This design comes from an exercise in tuning for small area on the open sky130 flow, not from production work. At most, simulation tests tie the RTL to the original design; equivalence was not proved. Power is estimated from default activity; no workload was simulated.

==> trial 95 <==
## magnitude_wrapper
module magnitude_wrapper(
	input aclk,
	input aresetn,
	input s_i_data_valid,
	output reg s_o_data_ready,
	input [31:0] s_i_data,
	output reg m_o_data_valid,
	input m_i_data_ready,
	output [31:0] m_o_data
    );
Settings: LEC_CHECK=0, CAP_MARGIN=20, CORE_MARGIN=2, CORE_UTILIZATION=40, SLEW_MARGIN=20, SYNTH_HIERARCHICAL=1, SYNTH_MINIMUM_KEEP_SIZE=0; clock period 10.0 ns.
standard.sh (not shown) runs the stock make flow with config.mk's settings and CLKGATE_MAP_FILE= SYNTH_SCRIPT=/design/flow/synth_recipe.tcl, a recipe that flattens the netlist after the stock synthesis.
==> flow/flow/run.sh <==
#!/bin/bash
# Standard layout, but the port buffers are the smallest plain buffer and
# the clock tree uses smaller buffers without dummy loads.
set -euo pipefail
export BUFFER_PORTS_ARGS="-buffer_cell sky130_fd_sc_hd__buf_1"
export CTS_ARGS="-sink_clustering_enable -repair_clock_nets -dont_use_dummy_load -buf_list sky130_fd_sc_hd__clkbuf_8"
bash standard.sh finish > standard_flow.log 2>&1
==> build 50 (differences from trial 95) <==
==> flow/flow/run.sh (replaced) <==
#!/bin/bash
# Standard layout, but the port buffers are the smallest plain buffer and
# the clock tree uses smaller buffers without dummy loads.
set -euo pipefail
export BUFFER_PORTS_ARGS="-buffer_cell sky130_fd_sc_hd__buf_1"
export CTS_ARGS="-sink_clustering_enable -repair_clock_nets -dont_use_dummy_load -buf_list sky130_fd_sc_hd__clkbuf_8 -sink_clustering_size 30 -sink_clustering_max_diameter 150"
bash standard.sh finish > standard_flow.log 2>&1
==> trial 66 (differences from trial 95) <==
--- a/flow/design.v
+++ b/flow/design.v
@@ -46,14 +46,14 @@
     );
 	reg start, ack;
 	reg f2, f3;
 	reg [15:0] a_re, a_im;
 	reg [31:0] p;         
 	reg [31:0] cn;        
-	reg pc_12, cnc_12;
-	wire tc_12, cvc_12, cdc_12;
+	reg pc_13, cnc_13;
+	wire tc_13, cvc_13, cdc_13;
 	reg pc_21, cnc_21;
 	wire tc_21, cvc_21, cdc_21;
 	wire acc = s_i_data_valid & ~ack;
 	wire [15:0] xn;       
 	wire [31:0] t;        
 	wire [31:0] cv;       
@@ -112,13 +112,13 @@
 	assign t[26] = s_698;
 	assign t[27] = s_707;
 	assign t[28] = s_716;
 	assign t[29] = s_722;
 	assign t[30] = s_728;
 	assign t[31] = s_798;
-	assign tc_12 = c_765;
+	assign tc_13 = c_768;
 	assign tc_21 = c_792;
 	p_a222oi uc0 (.a1(ld_t), .a2(t[0]), .b1(ld_p), .b2(p[0]), .c1(hold), .c2(cv[0]), .y(cd[0]));
 	p_inv ui0 (.a(cn[0]), .y(cv[0]));
 	p_a222oi uc1 (.a1(ld_t), .a2(t[1]), .b1(ld_p), .b2(p[1]), .c1(hold), .c2(cv[1]), .y(cd[1]));
 	p_inv ui1 (.a(cn[1]), .y(cv[1]));
 	p_a222oi uc2 (.a1(ld_t), .a2(t[2]), .b1(ld_p), .b2(p[2]), .c1(hold), .c2(cv[2]), .y(cd[2]));
@@ -178,14 +178,14 @@
 	p_a222oi uc29 (.a1(ld_t), .a2(t[29]), .b1(ld_p), .b2(p[29]), .c1(hold), .c2(cv[29]), .y(cd[29]));
 	p_inv ui29 (.a(cn[29]), .y(cv[29]));
 	p_a222oi uc30 (.a1(ld_t), .a2(t[30]), .b1(ld_p), .b2(p[30]), .c1(hold), .c2(cv[30]), .y(cd[30]));
 	p_inv ui30 (.a(cn[30]), .y(cv[30]));
 	p_a222oi uc31 (.a1(ld_t), .a2(t[31]), .b1(ld_p), .b2(p[31]), .c1(hold), .c2(cv[31]), .y(cd[31]));
 	p_inv ui31 (.a(cn[31]), .y(cv[31]));
-	p_a222oi ucc12 (.a1(ld_t), .a2(tc_12), .b1(ld_p), .b2(pc_12), .c1(hold), .c2(cvc_12), .y(cdc_12));
-	p_inv uic12 (.a(cnc_12), .y(cvc_12));
+	p_a222oi ucc13 (.a1(ld_t), .a2(tc_13), .b1(ld_p), .b2(pc_13), .c1(hold), .c2(cvc_13), .y(cdc_13));
+	p_inv uic13 (.a(cnc_13), .y(cvc_13));
 	p_a222oi ucc21 (.a1(ld_t), .a2(tc_21), .b1(ld_p), .b2(pc_21), .c1(hold), .c2(cvc_21), .y(cdc_21));
 	p_inv uic21 (.a(cnc_21), .y(cvc_21));
 	assign mo[0] = cv[0];
 	assign mo[1] = cv[1];
 	assign mo[2] = cv[2];
 	assign mo[3] = cv[3];
@@ -194,12 +194,13 @@
 	assign mo[6] = cv[6];
 	assign mo[7] = cv[7];
 	assign mo[8] = cv[8];
 	assign mo[9] = cv[9];
 	assign mo[10] = cv[10];
 	assign mo[11] = cv[11];
+	assign mo[12] = cv[12];
 	assign m_o_data = mo;
 	wire dg_1;
 	wire pp_3;
 	wire pp_5;
 	wire pp_7;
 	wire pp_9;
@@ -688,13 +689,12 @@
 	wire e_824;
 	wire e_826;
 	wire e_828;
 	wire e_830;
 	wire e_832;
 	wire e_834;
-	wire e_836;
   p_inv u2 (.a(xn[0]), .y(dg_1));
   p_nor2 u4 (.a(xn[0]), .b(xn[1]), .y(pp_3));
   p_nor2 u6 (.a(xn[0]), .b(xn[2]), .y(pp_5));
   p_nor2 u8 (.a(xn[0]), .b(xn[3]), .y(pp_7));
   p_nor2 u10 (.a(xn[0]), .b(xn[4]), .y(pp_9));
   p_nor2 u12 (.a(xn[0]), .b(xn[5]), .y(pp_11));
@@ -857,13 +857,13 @@
   p_and2 u326 (.a(p[26]), .b(pm), .y(pm_325));
   p_and2 u328 (.a(p[27]), .b(pm), .y(pm_327));
   p_and2 u330 (.a(p[28]), .b(pm), .y(pm_329));
   p_and2 u332 (.a(p[29]), .b(pm), .y(pm_331));
   p_and2 u334 (.a(p[30]), .b(pm), .y(pm_333));
   p_and2 u336 (.a(p[31]), .b(pm), .y(pm_335));
-  p_and2 u338 (.a(pc_12), .b(pm), .y(pmc_337));
+  p_and2 u338 (.a(pc_13), .b(pm), .y(pmc_337));
   p_and2 u340 (.a(pc_21), .b(pm), .y(pmc_339));
   p_fac u343 (.a(pm_305), .b(dg_201), .s(s_341), .co(c_342));
   p_fa u346 (.a(pm_277), .b(dg_33), .c(pp_3), .s(s_344), .co(c_345));
   p_fa u349 (.a(pm_279), .b(pp_5), .c(c_345), .s(s_347), .co(c_348));
   p_fa u352 (.a(pm_281), .b(dg_63), .c(pp_35), .s(s_350), .co(c_351));
   p_fa u355 (.a(pp_7), .b(s_350), .c(c_348), .s(s_353), .co(c_354));
@@ -890,24 +890,24 @@
   p_fa u418 (.a(c_399), .b(s_413), .c(c_402), .s(s_416), .co(c_417));
   p_fa u421 (.a(pm_295), .b(pp_121), .c(pp_21), .s(s_419), .co(c_420));
   p_fa u424 (.a(pp_49), .b(pp_75), .c(pp_99), .s(s_422), .co(c_423));
   p_fa u427 (.a(c_405), .b(c_408), .c(s_419), .s(s_425), .co(c_426));
   p_fa u430 (.a(s_422), .b(c_411), .c(s_425), .s(s_428), .co(c_429));
   p_fa u433 (.a(c_414), .b(s_428), .c(c_417), .s(s_431), .co(c_432));
-  p_fa u436 (.a(pm_297), .b(pmc_337), .c(dg_163), .s(s_434), .co(c_435));
-  p_fa u439 (.a(pp_101), .b(pp_123), .c(pp_143), .s(s_437), .co(c_438));
-  p_fa u442 (.a(pp_23), .b(pp_51), .c(pp_77), .s(s_440), .co(c_441));
-  p_fa u445 (.a(c_420), .b(s_434), .c(c_423), .s(s_443), .co(c_444));
-  p_fa u448 (.a(s_437), .b(s_440), .c(c_426), .s(s_446), .co(c_447));
-  p_fa u451 (.a(s_443), .b(c_429), .c(s_446), .s(s_449), .co(c_450));
-  p_fa u454 (.a(pm_299), .b(pp_103), .c(pp_125), .s(s_452), .co(c_453));
-  p_fa u457 (.a(pp_145), .b(pp_25), .c(pp_53), .s(s_455), .co(c_456));
-  p_fa u460 (.a(pp_79), .b(c_435), .c(c_438), .s(s_458), .co(c_459));
-  p_fa u463 (.a(c_441), .b(s_452), .c(s_455), .s(s_461), .co(c_462));
-  p_fa u466 (.a(c_444), .b(s_458), .c(s_461), .s(s_464), .co(c_465));
-  p_fa u469 (.a(c_447), .b(s_464), .c(c_450), .s(s_467), .co(c_468));
+  p_fa u436 (.a(pm_297), .b(dg_163), .c(pp_101), .s(s_434), .co(c_435));
+  p_fa u439 (.a(pp_123), .b(pp_143), .c(pp_23), .s(s_437), .co(c_438));
+  p_fa u442 (.a(pp_51), .b(pp_77), .c(c_420), .s(s_440), .co(c_441));
+  p_fa u445 (.a(c_423), .b(s_434), .c(s_437), .s(s_443), .co(c_444));
+  p_fa u448 (.a(c_426), .b(s_440), .c(s_443), .s(s_446), .co(c_447));
+  p_fa u451 (.a(c_429), .b(s_446), .c(c_432), .s(s_449), .co(c_450));
+  p_fa u454 (.a(pm_299), .b(pmc_337), .c(pp_103), .s(s_452), .co(c_453));
+  p_fa u457 (.a(pp_125), .b(pp_145), .c(pp_25), .s(s_455), .co(c_456));
+  p_fa u460 (.a(pp_53), .b(pp_79), .c(c_435), .s(s_458), .co(c_459));
+  p_fa u463 (.a(c_438), .b(s_452), .c(s_455), .s(s_461), .co(c_462));
+  p_fa u466 (.a(c_441), .b(s_458), .c(c_444), .s(s_464), .co(c_465));
+  p_fa u469 (.a(s_461), .b(c_447), .c(s_464), .s(s_467), .co(c_468));
   p_fa u472 (.a(pm_301), .b(dg_183), .c(pp_105), .s(s_470), .co(c_471));
   p_fa u475 (.a(pp_127), .b(pp_147), .c(pp_165), .s(s_473), .co(c_474));
   p_fa u478 (.a(pp_27), .b(pp_55), .c(pp_81), .s(s_476), .co(c_477));
   p_fa u481 (.a(c_453), .b(c_456), .c(s_470), .s(s_479), .co(c_480));
   p_fa u484 (.a(s_473), .b(s_476), .c(c_459), .s(s_482), .co(c_483));
   p_fa u487 (.a(c_462), .b(s_479), .c(s_482), .s(s_485), .co(c_486));
@@ -1001,56 +1001,55 @@
   p_ha u751 (.a(c_747), .b(s_368), .s(s_749), .co(c_750));
   p_ha u754 (.a(c_750), .b(s_377), .s(s_752), .co(c_753));
   p_ha u757 (.a(c_753), .b(s_389), .s(s_755), .co(c_756));
   p_ha u760 (.a(c_756), .b(s_401), .s(s_758), .co(c_759));
   p_ha u763 (.a(c_759), .b(s_416), .s(s_761), .co(c_762));
   p_ha u766 (.a(c_762), .b(s_431), .s(s_764), .co(c_765));
-  p_ha u769 (.a(s_449), .b(c_432), .s(s_767), .co(c_768));
-  p_ha u772 (.a(s_467), .b(c_768), .s(s_770), .co(c_771));
+  p_ha u769 (.a(c_765), .b(s_449), .s(s_767), .co(c_768));
+  p_ha u772 (.a(s_467), .b(c_450), .s(s_770), .co(c_771));
   p_ha u775 (.a(s_488), .b(c_771), .s(s_773), .co(c_774));
   p_ha u778 (.a(s_509), .b(c_774), .s(s_776), .co(c_777));
   p_fa u781 (.a(s_530), .b(c_510), .c(c_777), .s(s_779), .co(c_780));
   p_fa u784 (.a(s_551), .b(c_531), .c(c_780), .s(s_782), .co(c_783));
   p_fa u787 (.a(s_572), .b(c_552), .c(c_783), .s(s_785), .co(c_786));
   p_fa u790 (.a(s_590), .b(c_573), .c(c_786), .s(s_788), .co(c_789));
   p_fa u793 (.a(s_608), .b(c_591), .c(c_789), .s(s_791), .co(c_792));
   p_xor2 u795 (.a(pm_335), .b(c_726), .y(s_794));
   p_xor2 u797 (.a(s_794), .b(c_729), .y(s_796));
   p_inv u799 (.a(s_796), .y(s_798));
-  p_ha u801 (.a(cv[12]), .b(cvc_12), .s(mo[12]), .co(e_800));
-  p_ha u803 (.a(cv[13]), .b(e_800), .s(mo[13]), .co(e_802));
-  p_ha u805 (.a(cv[14]), .b(e_802), .s(mo[14]), .co(e_804));
-  p_ha u807 (.a(cv[15]), .b(e_804), .s(mo[15]), .co(e_806));
-  p_ha u809 (.a(cv[16]), .b(e_806), .s(mo[16]), .co(e_808));
-  p_ha u811 (.a(cv[17]), .b(e_808), .s(mo[17]), .co(e_810));
-  p_ha u813 (.a(cv[18]), .b(e_810), .s(mo[18]), .co(e_812));
-  p_ha u815 (.a(cv[19]), .b(e_812), .s(mo[19]), .co(e_814));
-  p_ha u817 (.a(cv[20]), .b(e_814), .s(mo[20]), .co(e_816));
-  p_fa u819 (.a(cv[21]), .b(cvc_21), .c(e_816), .s(mo[21]), .co(e_818));
-  p_ha u821 (.a(cv[22]), .b(e_818), .s(mo[22]), .co(e_820));
-  p_ha u823 (.a(cv[23]), .b(e_820), .s(mo[23]), .co(e_822));
-  p_ha u825 (.a(cv[24]), .b(e_822), .s(mo[24]), .co(e_824));
-  p_ha u827 (.a(cv[25]), .b(e_824), .s(mo[25]), .co(e_826));
-  p_ha u829 (.a(cv[26]), .b(e_826), .s(mo[26]), .co(e_828));
-  p_ha u831 (.a(cv[27]), .b(e_828), .s(mo[27]), .co(e_830));
-  p_ha u833 (.a(cv[28]), .b(e_830), .s(mo[28]), .co(e_832));
-  p_ha u835 (.a(cv[29]), .b(e_832), .s(mo[29]), .co(e_834));
-  p_ha u837 (.a(cv[30]), .b(e_834), .s(mo[30]), .co(e_836));
-  p_xor2 u838 (.a(cv[31]), .b(e_836), .y(mo[31]));
+  p_ha u801 (.a(cv[13]), .b(cvc_13), .s(mo[13]), .co(e_800));
+  p_ha u803 (.a(cv[14]), .b(e_800), .s(mo[14]), .co(e_802));
+  p_ha u805 (.a(cv[15]), .b(e_802), .s(mo[15]), .co(e_804));
+  p_ha u807 (.a(cv[16]), .b(e_804), .s(mo[16]), .co(e_806));
+  p_ha u809 (.a(cv[17]), .b(e_806), .s(mo[17]), .co(e_808));
+  p_ha u811 (.a(cv[18]), .b(e_808), .s(mo[18]), .co(e_810));
+  p_ha u813 (.a(cv[19]), .b(e_810), .s(mo[19]), .co(e_812));
+  p_ha u815 (.a(cv[20]), .b(e_812), .s(mo[20]), .co(e_814));
+  p_fa u817 (.a(cv[21]), .b(cvc_21), .c(e_814), .s(mo[21]), .co(e_816));
+  p_ha u819 (.a(cv[22]), .b(e_816), .s(mo[22]), .co(e_818));
+  p_ha u821 (.a(cv[23]), .b(e_818), .s(mo[23]), .co(e_820));
+  p_ha u823 (.a(cv[24]), .b(e_820), .s(mo[24]), .co(e_822));
+  p_ha u825 (.a(cv[25]), .b(e_822), .s(mo[25]), .co(e_824));
+  p_ha u827 (.a(cv[26]), .b(e_824), .s(mo[26]), .co(e_826));
+  p_ha u829 (.a(cv[27]), .b(e_826), .s(mo[27]), .co(e_828));
+  p_ha u831 (.a(cv[28]), .b(e_828), .s(mo[28]), .co(e_830));
+  p_ha u833 (.a(cv[29]), .b(e_830), .s(mo[29]), .co(e_832));
+  p_ha u835 (.a(cv[30]), .b(e_832), .s(mo[30]), .co(e_834));
+  p_xor2 u836 (.a(cv[31]), .b(e_834), .y(mo[31]));
 	always @(posedge aclk) begin
 		start <= acc | (start & ~ack & aresetn);
 		s_o_data_ready <= acc | (s_o_data_ready & aresetn);
 		ack <= start;
 		f2 <= acc & start;
 		f3 <= f2;
 		if (m_i_data_ready) m_o_data_valid <= ack;
 		else if (!aresetn) m_o_data_valid <= 1'b0;
 		a_re <= s_i_data[15:0];
 		if (acc) a_im <= s_i_data[31:16];
 		p <= t;
 		cn <= cd;
-		pc_12 <= tc_12;
-		cnc_12 <= cdc_12;
+		pc_13 <= tc_13;
+		cnc_13 <= cdc_13;
 		pc_21 <= tc_21;
 		cnc_21 <= cdc_21;
 	end
 endmodule
==> qor summary <==
|  | build 50 | trial 66 | trial 95 |
|---|---|---|---|
| Outcome | complete, no violations | complete, no violations | complete, no violations |
| Overall routing resource usage | 19.1% | 18.7% | 19.1% |
| Minimum hold slack | 0.402 ns | 0.407 ns | 0.402 ns |
| Max stage delay on crit path | 0.47 ns | 0.45 ns | 0.47 ns |
| Mapped Nets | 770 | 769 | 770 |
| Combined area of the multi-input logic cells | 4450 µm² | 4450 µm² | 4450 µm² |
| Maximum number of pins on one net before global-route repair | 38 | 37 | 38 |
| Synth Cell Area | 7030 µm² | 7020 µm² | 7030 µm² |
| Share of layout cells above drive strength 1 | 5.54% | 6.76% | 5.54% |
| Via count of the first global-routing pass | 5351 | 5228 | 5351 |
| Post-placement setup slack | 0.267 ns | 0.280 ns | 0.267 ns |
| Area share of fa/ha/maj cells after synthesis | 44.7% | 44.5% | 44.7% |
| Count of non-filler cells in the finished layout | 875 | 876 | 875 |
| Highest clock frequency the design can meet | 107 MHz | 107 MHz | 107 MHz |
| Final Wtd Congestion | 0.826 | 0.807 | 0.826 |
| Mapped Avg Cell Area | 12.5 µm² | 12.5 µm² | 12.5 µm² |
| Initial drt markers | 431 | 441 | 431 |
| Total wire length after detailed routing | 16.0 mm | 15.7 mm | 16.0 mm |
| Met1 capacity usage during global routing | 24.2% | 23.4% | 24.2% |
| Clock group | 216 µW | 218 µW | 216 µW |
| Via count | 4673 | 4593 | 4673 |
| Clock-cell share of area | 1.59% | 1.59% | 1.59% |
| Maximum vdd ir drop | 0.209 mV | 0.223 mV | 0.209 mV |
| Minimum setup slack in the final design | 0.671 ns | 0.686 ns | 0.671 ns |
| Layout buffer count excluding clock buffers | 89 | 91 | 89 |
| Clock transition at the register clock pins on the worst setup and hold paths after CTS | 0.09 ns | 0.10 ns | 0.09 ns |
For trial 66, only the layout was checked, not whether the RTL still works.

-- re-timing with driven ports --
No port has a modelled driver above. Below, the same layouts with a new extraction and two added sets of constraints. Step 1 sets driving cells, clkbuf_16 on the clock port and buf_2 on the other inputs (assumed; they add their load-dependent delay and slew). Step 2, shift: input delay + t, output delay - t, t = (earliest + latest rising clock arrival at the registers) / 2. This alone moves slack from input paths to output paths. a / b / c = ideal ports / drivers / drivers and shift; a / b = the first two.
| run | t, ns | slack for setup (ns) | hold slack, ns | worst slew at a driven data input, ns | pins driven straight from the clock port |
|---|---|---|---|---|---|
| trial 95 | 0.425 | 0.671 / 0.685 / 0.260 | 0.402 / 0.402 / 0.402 | 0.04 | 1 |
| build 50 | 0.425 | 0.671 / 0.685 / 0.260 | 0.402 / 0.402 / 0.402 | 0.04 | 1 |
| trial 66 | 0.417 | 0.686 / 0.697 / 0.280 | 0.407 / 0.407 / 0.407 | 0.05 | 1 |
After both steps setup and hold are still met in every run listed.
